Background: an optimization exercise with open tools, aiming at a short achievable clock period and few clock cycles. Do not read the settings as production practice.
In this exercise RTL edits were held to simulation tests only and were not proved equivalent to the original.
No activity file was given, so power comes from the tool's default toggle rates.

==> flow/run.sh <==
#!/bin/bash
# synth_recipe.tcl (not shown) runs the flow's synth.tcl, then flattens the netlist and writes it again
# the make line also repeats each setting of config.mk as NAME=value (left out here)
make -C /OpenROAD-flow-scripts/flow DESIGN_CONFIG=/design/flow/config.mk WORK_HOME=/design/flow/orfs CLKGATE_MAP_FILE= SYNTH_SCRIPT=/design/flow/synth_recipe.tcl finish
==> flow/config.mk <==
export PLATFORM = sky130hd
export DESIGN_NAME = core
export DESIGN_NICKNAME = core
export VERILOG_FILES = /design/flow/design.v
export SDC_FILE = /design/flow/constraint.sdc
export NUM_CORES = 4
export LEC_CHECK = 0
export ABC_CLOCK_PERIOD_IN_PS = 2000
export CAP_MARGIN = 20
export CORE_MARGIN = 2
export CORE_UTILIZATION = 40
export SETUP_SLACK_MARGIN = 3.5
export SLEW_MARGIN = 20
export TNS_END_PERCENT = 100
==> flow/constraint.sdc <==
create_clock -name core_clock -period 6.0 [get_ports {clk}]
set_input_delay 1.2000 -clock core_clock [delete_from_list [all_inputs] [get_ports {clk}]]
set_output_delay 1.2000 -clock core_clock [all_outputs]
set_load 0.01 [all_outputs]
==> flow/design.v <==
module core (
    input clk,
    input reset,
    output [11:0] imem_addr,
    input [15:0] imem_data,
    output wb_valid,
    output [2:0] wb_reg,
    output [15:0] wb_data
);
    reg [11:0] fa;              
    reg        dv;              
    reg [11:0] dpc;             
    reg        dpred;           
    reg        ev, e_alu, e_br;
    reg [2:0]  e_rx;
    reg [15:0] e_a, e_b;
    reg        e_fa, e_fb;      
    reg [7:0]  e_op;            
    reg [1:0]  e_cond;
    reg [11:0] e_tgt, e_fall, e_pc;
    reg        e_pred;
    reg [15:0] R [0:7];
    reg [15:0] C;
    reg        wbv;
    reg [2:0]  wbr;
    reg        bv   [0:7];
    reg [8:0]  btag [0:7];
    reg [11:0] btgt [0:7];
    reg [1:0]  bctr [0:7];
    assign imem_addr = fa;
    assign wb_valid  = wbv;
    assign wb_reg    = wbr;
    assign wb_data   = C;
    wire [15:0] a = e_fa ? C : e_a;
    wire [15:0] b = e_fb ? C : e_b;
    wire [15:0] r_add = a + b;
    wire [16:0] r_sub = {1'b0, a} - {1'b0, b};
    wire        eq    = (a == b);
    wire        b_big = |b[15:4];
    wire [15:0] r_shl = b_big ? 16'd0 : (a << b[3:0]);
    wire [15:0] r_shr = b_big ? 16'd0 : (a >> b[3:0]);
    wire [15:0] r_cmp = {14'd0, r_sub[16], ~r_sub[16] & ~eq};
    wire [15:0] res = ({16{e_op[0]}} & r_add)
                    | ({16{e_op[1]}} & r_sub[15:0])
                    | ({16{e_op[2]}} & (a & b))
                    | ({16{e_op[3]}} & (a | b))
                    | ({16{e_op[4]}} & (a ^ b))
                    | ({16{e_op[5]}} & r_shl)
                    | ({16{e_op[6]}} & r_shr)
                    | ({16{e_op[7]}} & r_cmp);
    wire do_alu = ev & e_alu;
    wire c_hi0 = ~|C[15:2];
    wire c_eq0 = c_hi0 & ~C[1] & ~C[0];
    wire c_eq1 = c_hi0 & ~C[1] &  C[0];
    wire c_eq2 = c_hi0 &  C[1] & ~C[0];
    wire taken = (e_cond == 2'd0) ? c_eq0 :
                 (e_cond == 2'd1) ? c_eq1 :
                 (e_cond == 2'd2) ? c_eq2 : 1'b0;
    wire do_br = ev & e_br;
    wire mis   = do_br & (taken != e_pred);
    wire [2:0]  fi   = fa[2:0];
    wire        bhit = bv[fi] & (btag[fi] == fa[11:3]) & bctr[fi][1];
    wire [11:0] fa_next = mis  ? (taken ? e_tgt : e_fall) :
                          bhit ? btgt[fi] : fa + 12'd1;
    wire [1:0] fmt = imem_data[1:0];
    wire [2:0] rx  = imem_data[15:13];
    wire [2:0] ry  = imem_data[12:10];
    wire       d_alu = ~fmt[1];
    wire [2:0] d_opc = imem_data[4:2];
    wire       ex_wr = do_alu;    
    integer i;
    always @(posedge clk or posedge reset) begin
        if (reset) begin
            fa <= 12'd0; dv <= 1'b0; dpc <= 12'd0; dpred <= 1'b0;
            ev <= 1'b0; e_alu <= 1'b0; e_br <= 1'b0; e_rx <= 3'd0;
            e_a <= 16'd0; e_b <= 16'd0; e_fa <= 1'b0; e_fb <= 1'b0;
            e_op <= 8'd0; e_cond <= 2'd0; e_tgt <= 12'd0; e_fall <= 12'd0;
            e_pc <= 12'd0; e_pred <= 1'b0;
            for (i = 0; i < 8; i = i + 1) R[i] <= 16'h0001;
            C <= 16'h0001;
            wbv <= 1'b0; wbr <= 3'd0;
            for (i = 0; i < 8; i = i + 1) begin
                bv[i] <= 1'b0; btag[i] <= 9'd0; btgt[i] <= 12'd0; bctr[i] <= 2'd0;
            end
        end else begin
            fa    <= fa_next;
            dv    <= ~mis;
            dpc   <= fa;
            dpred <= bhit;
            ev     <= dv & ~mis;
            e_alu  <= d_alu;
            e_br   <= (fmt == 2'b10) & (imem_data[3:2] != 2'b11);
            e_rx   <= rx;
            e_a    <= R[rx];
            e_b    <= fmt[0] ? {8'd0, imem_data[12:5]} : R[ry];
            e_fa   <= ex_wr & (e_rx == rx);
            e_fb   <= ex_wr & (e_rx == ry) & ~fmt[0];
            e_op   <= 8'd1 << d_opc;
            e_cond <= imem_data[3:2];
            e_tgt  <= imem_data[15:4];
            e_fall <= dpc + 12'd1;
            e_pc   <= dpc;
            e_pred <= dpred;
            wbv <= do_alu;
            wbr <= e_rx;
            if (do_alu) begin
                C       <= res;
                R[e_rx] <= res;
            end
            if (do_br) begin
                if (bv[e_pc[2:0]] && btag[e_pc[2:0]] == e_pc[11:3]) begin
                    if (taken && bctr[e_pc[2:0]] != 2'd3)
                        bctr[e_pc[2:0]] <= bctr[e_pc[2:0]] + 2'd1;
                    else if (!taken && bctr[e_pc[2:0]] != 2'd0)
                        bctr[e_pc[2:0]] <= bctr[e_pc[2:0]] - 2'd1;
                end else if (taken) begin
                    bv[e_pc[2:0]]   <= 1'b1;
                    btag[e_pc[2:0]] <= e_pc[11:3];
                    btgt[e_pc[2:0]] <= e_tgt;
                    bctr[e_pc[2:0]] <= 2'd2;
                end
            end
        end
    end
endmodule
==> impl_metrics.json, run 1 <==
{
  "overflow": 0,
  "final_hold_viol_count": 0,
  "wl_per_cell_um": 27.61,
  "cts_hold_buffers": 0,
  "die-area_um2": 64440,
  "core_area_um2": 61710,
  "drv_slew": 0,
  "synth_seq_cells": 450,
  "crit_path_start_kind": "register",
  "stdcell_count": 3507,
  "place.gp.congestion": 0.9403,
  "reg2reg_slack_ns": 2.38,
  "ir_drop_mv": 0.2807,
  "finalPower_mw": 14.00,
  "die_h_um": 253.9,
  "track_usage_pct": 28.89,
  "postSynthCellCount": 2327,
  "slowest_delay_ns": 0.51,
  "fin_crit_sh_pct": 60.36,
  "holdCritStartpoint": "dpred$_DFF_PP0_",
  "ios": 50,
  "initial_core_util_pct": 40.46,
  "cts_tree": "built",
  "via_per_inst": 6.262,
  "placed_area_um2": 27130,
  "p_leak_nw": 15.21,
  "row_count": 91,
  "antenna_found_initial": 0,
  "cpMaxStageDelayCell": "dfrtp_4",
  "max_slew_margin_pct": 23.52,
  "synth-main-ff-cell": "dfrtp_1",
  "dp_cells": 3104,
  "grt_max_degree": 166,
  "clk_path_buf_depth": 3,
  "path_max_fanout": 10,
  "cp_top_family": "compound AO/OA/AOI/OAI gates",
  "worst-setup-path-type": "register to register",
  "syn_to_final_growth_pct": 38.17,
  "rsz0062_at_grt": "true",
  "path_buf_inv": 2,
  "dr.pass1.iters": 8,
  "yosysUniqueCellTypes": 88,
  "endpoint_kind": "register",
  "mappedNetlistNets": 2403,
  "status": "finished clean",
  "timing.setup.tns_ns": 0,
  "skew_ns": 0.03977,
  "synth_edf_count": 0,
  "syn_area_um2": 24970,
  "ant_nets": 0,
  "grt_pass1_vias": 21591,
  "htreeDepth": 2,
  "cp.arrival_ns": 4.12,
  "cts_root_buf": "clkbuf_16",
  "cap_viol_max_count": 0,
  "numPortBuffers": 49,
  "yosys_warnings": 6,
  "wl_mm": 96.84,
  "drc_errors": 0,
  "synth_seq_area_share_pct": 45.14,
  "dp_hpwl_mm": 55.49,
  "reg2reg_to": "bctr[6][1]$_DFFE_PP0P_",
  "r2r-start": "e_pc[0]$_DFF_PP0_",
  "die_x_um": 253.9,
  "rr_worst_depth": 10,
  "p_per_area_nw_per_um2": 405.8,
  "min_path_cells": 0,
  "cts_made_buffers": 50,
  "drtIter0Drc": 2337,
  "drive_gt1_share_pct": 42.84,
  "required_ns": 6.49,
  "fin_nets": 2704,
  "async_flop_share_pct": 100.0,
  "avgSynthCellArea_um2": 10.73,
  "hold_path_class": "register to register",
  "setup_viol": 0,
  "min_to": "e_pred$_DFF_PP0_",
  "final_area_um2": 34500,
  "vias": 21960,
  "grt_pass1_wl_mm": 139.5,
  "cts.sinks": 450,
  "fmax_mhz": 276.1,
  "period_needed_ns": 3.622,
  "clock_latency_ns": 0.62,
  "fin_util_pct": 55.91,
  "crit_chain": "buf_6 > buf_16 > mux2i_1 > a221oi_2 > nor2_2 > a2111o_1 > or4_4 > o31a_4 > nor4b_4 > mux2_4",
  "worstMarginPinSlew_ns": 1.147,
  "clk_pin_slew_ns": 0.07
}
## metal layers
layer	global-route usage (%)	share of wire, %
met5	0	0
met1	37.29	39
met4	15.75	6.8
met3	4.435	7.8
met2	46.70	47
## cells by family after synthesis
| group | after synthesis | share of synthesized area, % |
|---|---|---|
| mux | 483 | 22.09 |
| compound gates | 518 | 14.03 |
| simple gates | 515 | 10.06 |
| flops | 450 | 45.14 |
| fa+ha+maj | 58 | 2.966 |
| xor+xnor | 46 | 1.613 |
| buf+inv | 257 | 4.104 |
## worst max path at each step
stage                      start                endpoint  slack (ns)  depth (start not counted)
2_1_floorplan              reset       C[10]$_DFFE_PP0P_       -1.28                          1
3_3_place_gp     fa[0]$_DFF_PP0_         fa[2]$_DFF_PP0_        1.39                         10
3_5_place_dp     fa[0]$_DFF_PP0_         fa[2]$_DFF_PP0_        1.26                         10
4_1_cts           e_fb$_DFF_PP0_    R[6][12]$_DFFE_PP0P_        2.62                         16
5_1_grt        e_pc[0]$_DFF_PP0_  bctr[6][1]$_DFFE_PP0P_        2.28                         10
6_report       e_pc[0]$_DFF_PP0_  bctr[6][1]$_DFFE_PP0P_        2.38                         10
## worst reg2reg max path, stage by stage (launching register included)
cell and delay [ns]:
dfrtp_4 0.51, buf_6 0.16, buf_16 0.15, mux2i_1 0.15, a221oi_2 0.34, nor2_2 0.10
a2111o_1 0.47, or4_4 0.49, o31a_4 0.44, nor4b_4 0.37, mux2_4 0.33
## synth_stat cells, drive strengths merged (28+ instances only)
master	count	area, um^2
a21oi	140	700.7
a221oi	30	269.0
buf	34	186.4
clkbuf	127	478.0
dfrtp	441	11040
ha	56	700.7
inv	95	356.6
mux2	302	3401
mux2i	157	1572
nand2	145	544.3
nand3	28	140.1
nor2	157	589.3
nor3	39	226.5
o21ai	97	485.5
o22ai	33	206.5
xnor2	32	280.3
## per-stage QoR
stage / setup WS [ns] / hold slack (ns)
after floorplan: -1.278 / 0.3312
after global placement: 1.392 / 0.3338
after detailed placement: 1.257 / 0.3450
after CTS: 2.615 / 0.3485
after global routing: 2.281 / 0.3619
final: 2.378 / 0.3415
## layout by cell type, fill, tap and decap left out, types with 30 or more instances in the layout
cell type | netlist | layout
mux2_4 | 0 | 99
xnor2_1 | 32 | 32
a21oi_1 | 140 | 114
buf_12 | 2 | 51
mux2_2 | 277 | 200
inv_1 | 94 | 69
clkbuf_16 | 0 | 53
buf_6 | 1 | 93
o21ai_0 | 95 | 63
buf_4 | 1 | 191
nand2_1 | 145 | 138
dfrtp_1 | 441 | 409
o22ai_1 | 33 | 30
mux2i_4 | 0 | 30
nor2_1 | 157 | 146
mux2i_1 | 157 | 117
## timing repair
action | 4_1_cts | 5_1_grt
endpoints found under the hold margin | 0 | 0
buffers inserted | 205 | 70
gates resized for setup | 520 | 154
cloned | 26 | 8
pin swaps | 74 | 56
endpoints found under the setup margin | 540 | 581
## sequential cells by signal (all words and copies together), names as in the netlist, 11 cells and up
signal,count
bctr,16
e_pc,12
e_a,16
C,16
R,128
fa,12
e_b,16
e_fall,12
btag,72
btgt,96
e_tgt,11
dpc,12
## final cells by class
class / count / area, um^2
diodes: 2 / 5.005
repair buffers: 400 / 4596
clock buffers: 71 / 1480
repair inverters: 2 / 13.76
well taps: 837 / 1047
multi-input cells: 1628 / 15420
clock inverters: 21 / 197.7
inverters: 96 / 417.9
flip-flops and latches: 450 / 11320
fillers: 5084 / 27210
## where the power goes
part / internal (mW) / total (mW) / switching (mW)
clock: 1.81 / 3.14 / 1.33
sequential: 3.63 / 4.26 / 0.631
combinational: 3.09 / 6.60 / 3.51
total: 8.53 / 14.0 / 5.47
Testbench counts, summed over its fixed seeds: cycles 91,006.
==> run 2: changes to the inputs <==
--- a/flow/config.mk
+++ b/flow/config.mk
@@ -7,3 +7,2 @@
 export LEC_CHECK = 0
-export ABC_CLOCK_PERIOD_IN_PS = 2000
 export CAP_MARGIN = 20
@@ -11,4 +10,2 @@
 export CORE_UTILIZATION = 40
-export SETUP_SLACK_MARGIN = 3.5
 export SLEW_MARGIN = 20
-export TNS_END_PERCENT = 100
==> impl_metrics.json, run 2 <==
{
  "worstMarginPinSlew_ns": 1.157,
  "period_needed_ns": 4.876,
  "postSynthCellCount": 2327,
  "htreeDepth": 2,
  "drive_gt1_share_pct": 20.84,
  "die-area_um2": 64440,
  "reg2reg_to": "R[3][14]$_DFFE_PP0P_",
  "cts_hold_buffers": 0,
  "fin_hold_ws_ns": 0.3487,
  "dr.pass1.iters": 7,
  "grt_pass1_wl_mm": 119.7,
  "ios": 50,
  "rsz0062_at_grt": "false",
  "die_x_um": 253.9,
  "path_max_fanout": 24,
  "required_ns": 6.53,
  "final_common_cell": "dfrtp_1",
  "synthTopCellsByCount": "dfrtp_1, mux2_2, mux2i_1, nor2_1, nand2_1",
  "synth_area_leader_cell": "dfrtp_1",
  "ant_nets": 0,
  "avgSynthCellArea_um2": 10.73,
  "cts_tree": "built",
  "worst-setup-path-type": "register to register",
  "reg2reg_slack_ns": 1.12,
  "drtIter0Drc": 1762,
  "endpoint_kind": "register",
  "min_to": "e_pred$_DFF_PP0_",
  "top_register": "R",
  "die_h_um": 253.9,
  "mappedNetlistNets": 2403,
  "clk_pin_slew_ns": 0.06,
  "fmax_mhz": 205.1,
  "dp_hpwl_mm": 52.07,
  "holdCritStartpoint": "dpred$_DFF_PP0_",
  "final_cell_mix": "dfrtp_1, mux2_2, mux2i_1",
  "overflow": 0,
  "fin_nets": 2400,
  "max_slew_margin_pct": 22.06,
  "p_leak_nw": 12.61,
  "largest_reg_flops": 128,
  "async_flop_share_pct": 100.0,
  "p_per_area_nw_per_um2": 398.0,
  "synth-main-ff-cell": "dfrtp_1",
  "cts_root_buf": "clkbuf_16",
  "wl_mm": 77.75,
  "cts_made_buffers": 50,
  "drc_errors": 0,
  "rr_worst_depth": 13,
  "cts_resized": 0,
  "crit_path_start_kind": "register",
  "drv_slew": 0,
  "netlist.area_leader.share_pct": 44.20,
  "initial_core_util_pct": 40.46,
  "ir_drop_mv": 0.2212,
  "clock_latency_ns": 0.62,
  "syn_area_um2": 24970,
  "antenna_found_initial": 0,
  "r2r-start": "e_fb$_DFF_PP0_",
  "yosysMostFrequentCell": "dfrtp_1",
  "reg_top3": "R: 128 flops, btgt: 96 flops, btag: 72 flops",
  "setup_slack_ns": 1.124,
  "yosysUniqueCellTypes": 88,
  "place.gp.congestion": 0.9961,
  "timing.setup.tns_ns": 0,
  "cap_viol_max_count": 0,
  "hold_path_class": "register to register",
  "pre_cts_ws_ns": 1.234,
  "cts.sinks": 450,
  "via_per_inst": 6.020,
  "postCtsSetupBuffers": 0,
  "final_area_um2": 28020,
  "core_area_um2": 61710,
  "numPortBuffers": 49,
  "track_usage_pct": 24.24,
  "syn_to_final_growth_pct": 12.21,
  "row_count": 91,
  "placed_area_um2": 26370,
  "setup_viol": 0,
  "fin_crit_sh_pct": 81.26,
  "cp.arrival_ns": 5.41,
  "yosys_warnings": 6,
  "vias": 19265,
  "synth_seq_area_share_pct": 45.14,
  "synth_seq_cells": 450,
  "synthTopCellsByArea": "dfrtp_1, mux2_2, mux2i_1, a21oi_1, ha_1",
  "grt_pass1_vias": 19096,
  "grt_max_degree": 175,
  "synth_edf_count": 0,
  "status": "finished clean",
  "final_hold_viol_count": 0,
  "min_path_cells": 0,
  "wl_per_cell_um": 24.30,
  "skew_ns": 0.04151,
  "clk_path_buf_depth": 3
}
==> run 2: cell counts after synthesis <==
Identical to the previous run, type by type.
==> run 2: how the worst max path moves through the flow <==
stage / startpoint / end / slack [ns] / depth (start not counted)
CTS: e_fb$_DFF_PP0_ / R[3][14]$_DFFE_PP0P_ / 1.19 / 13
floorplan: reset / C[10]$_DFFE_PP0P_ / -1.28 / 1
finish: e_fb$_DFF_PP0_ / R[3][14]$_DFFE_PP0P_ / 1.12 / 13
global route: e_fb$_DFF_PP0_ / R[0][14]$_DFFE_PP0P_ / 0.96 / 13
global placement: e_fb$_DFF_PP0_ / R[7][14]$_DFFE_PP0P_ / 1.35 / 13
detailed placement: e_fb$_DFF_PP0_ / R[7][14]$_DFFE_PP0P_ / 1.23 / 13
==> run 2: final cells by class <==
| cell class | instances | area, um^2 |
|---|---|---|
| clock buffers | 79 | 1510 |
| well taps | 837 | 1047 |
| diodes | 2 | 5.005 |
| fillers | 5796 | 33690 |
| multi-input cells | 1620 | 12760 |
| flip-flops and latches | 450 | 11270 |
| clock inverters | 10 | 136.4 |
| inverters | 96 | 364.1 |
| repair buffers | 106 | 918.4 |
==> run 2: cell families after synthesis <==
| family | share of synthesized area [%] |
|---|---|
| compound gates | 14.03 |
| buf+inv | 4.104 |
| xor+xnor | 1.613 |
| simple gates | 10.06 |
| fa+ha+maj | 2.966 |
| flops | 45.14 |
| mux | 22.09 |
==> run 2: worst max-delay path, cell delays in order, from the launching register on <==
cell	delay, ns
dfrtp_1	0.38
mux2i_2	0.20
buf_4	0.30
inv_2	0.31
ha_1	0.37
fa_1	0.48
a21o_1	0.19
a221oi_1	0.55
a21oi_1	0.23
o22ai_1	0.32
o21ai_0	0.20
o221a_2	0.28
o211ai_1	0.67
mux2_2	0.30
==> run 2: where the power goes <==
part	total (mW)	internal [mW]	switching, mW
Combinational	3.80	1.49	2.31
Sequential	4.27	3.61	0.655
Clock	3.08	1.81	1.27
==> run 2: metrics by stage <==
step / std cells / util, % / total power, mW
after CTS: 3198 / 45.39 / 11.14
after floorplan: 2327 / - / 6.618
after detailed placement: 3109 / 42.73 / 8.023
after global placement: 3109 / 42.73 / 7.948
after global routing: 3198 / 45.40 / 11.71
final: 3200 / 45.40 / 11.15
==> run 2: metal layers <==
| layer | GRT usage (%) | part of all wire, % | up-vias |
|---|---|---|---|
| met3 | 4.087 | 7.3 | 149 |
| li1 | - | - | 8552 |
| met5 | 0 | 0 | - |
| met4 | 8.370 | 3.4 | 0 |
| met1 | 35.32 | 45 | 9750 |
| met2 | 36.34 | 44 | 814 |

## static timing again, ports no longer ideal
Ports are ideal in the flow. The routed layouts listed here were re-timed in OpenROAD. Step 1, drivers: a clkbuf_16 drives clk and a buf_2 each remaining input, both assumed. Step 2 adds t to the input delays and takes it off the output delays; t is the mean of the earliest and latest rising clock arrival at the registers after step 1. Input paths then give back, and output paths get back, about the clock's delay inside the block. a / b / c = no drivers / after step 1 / after step 2; a / b = the first two.
run | t, ns | setup WS [ns] | worst hold slack (ns) | latest minus earliest clock arrival (ns)
run 1 | 0.661 | 2.378 / 2.378 / 2.378 | 0.342 / 0.342 / 0.342 | 0.040 / 0.040
run 2 | 0.657 | 1.124 / 1.124 / 1.124 | 0.349 / 0.349 / 0.349 | 0.041 / 0.041
After both steps every run listed still meets setup and hold.
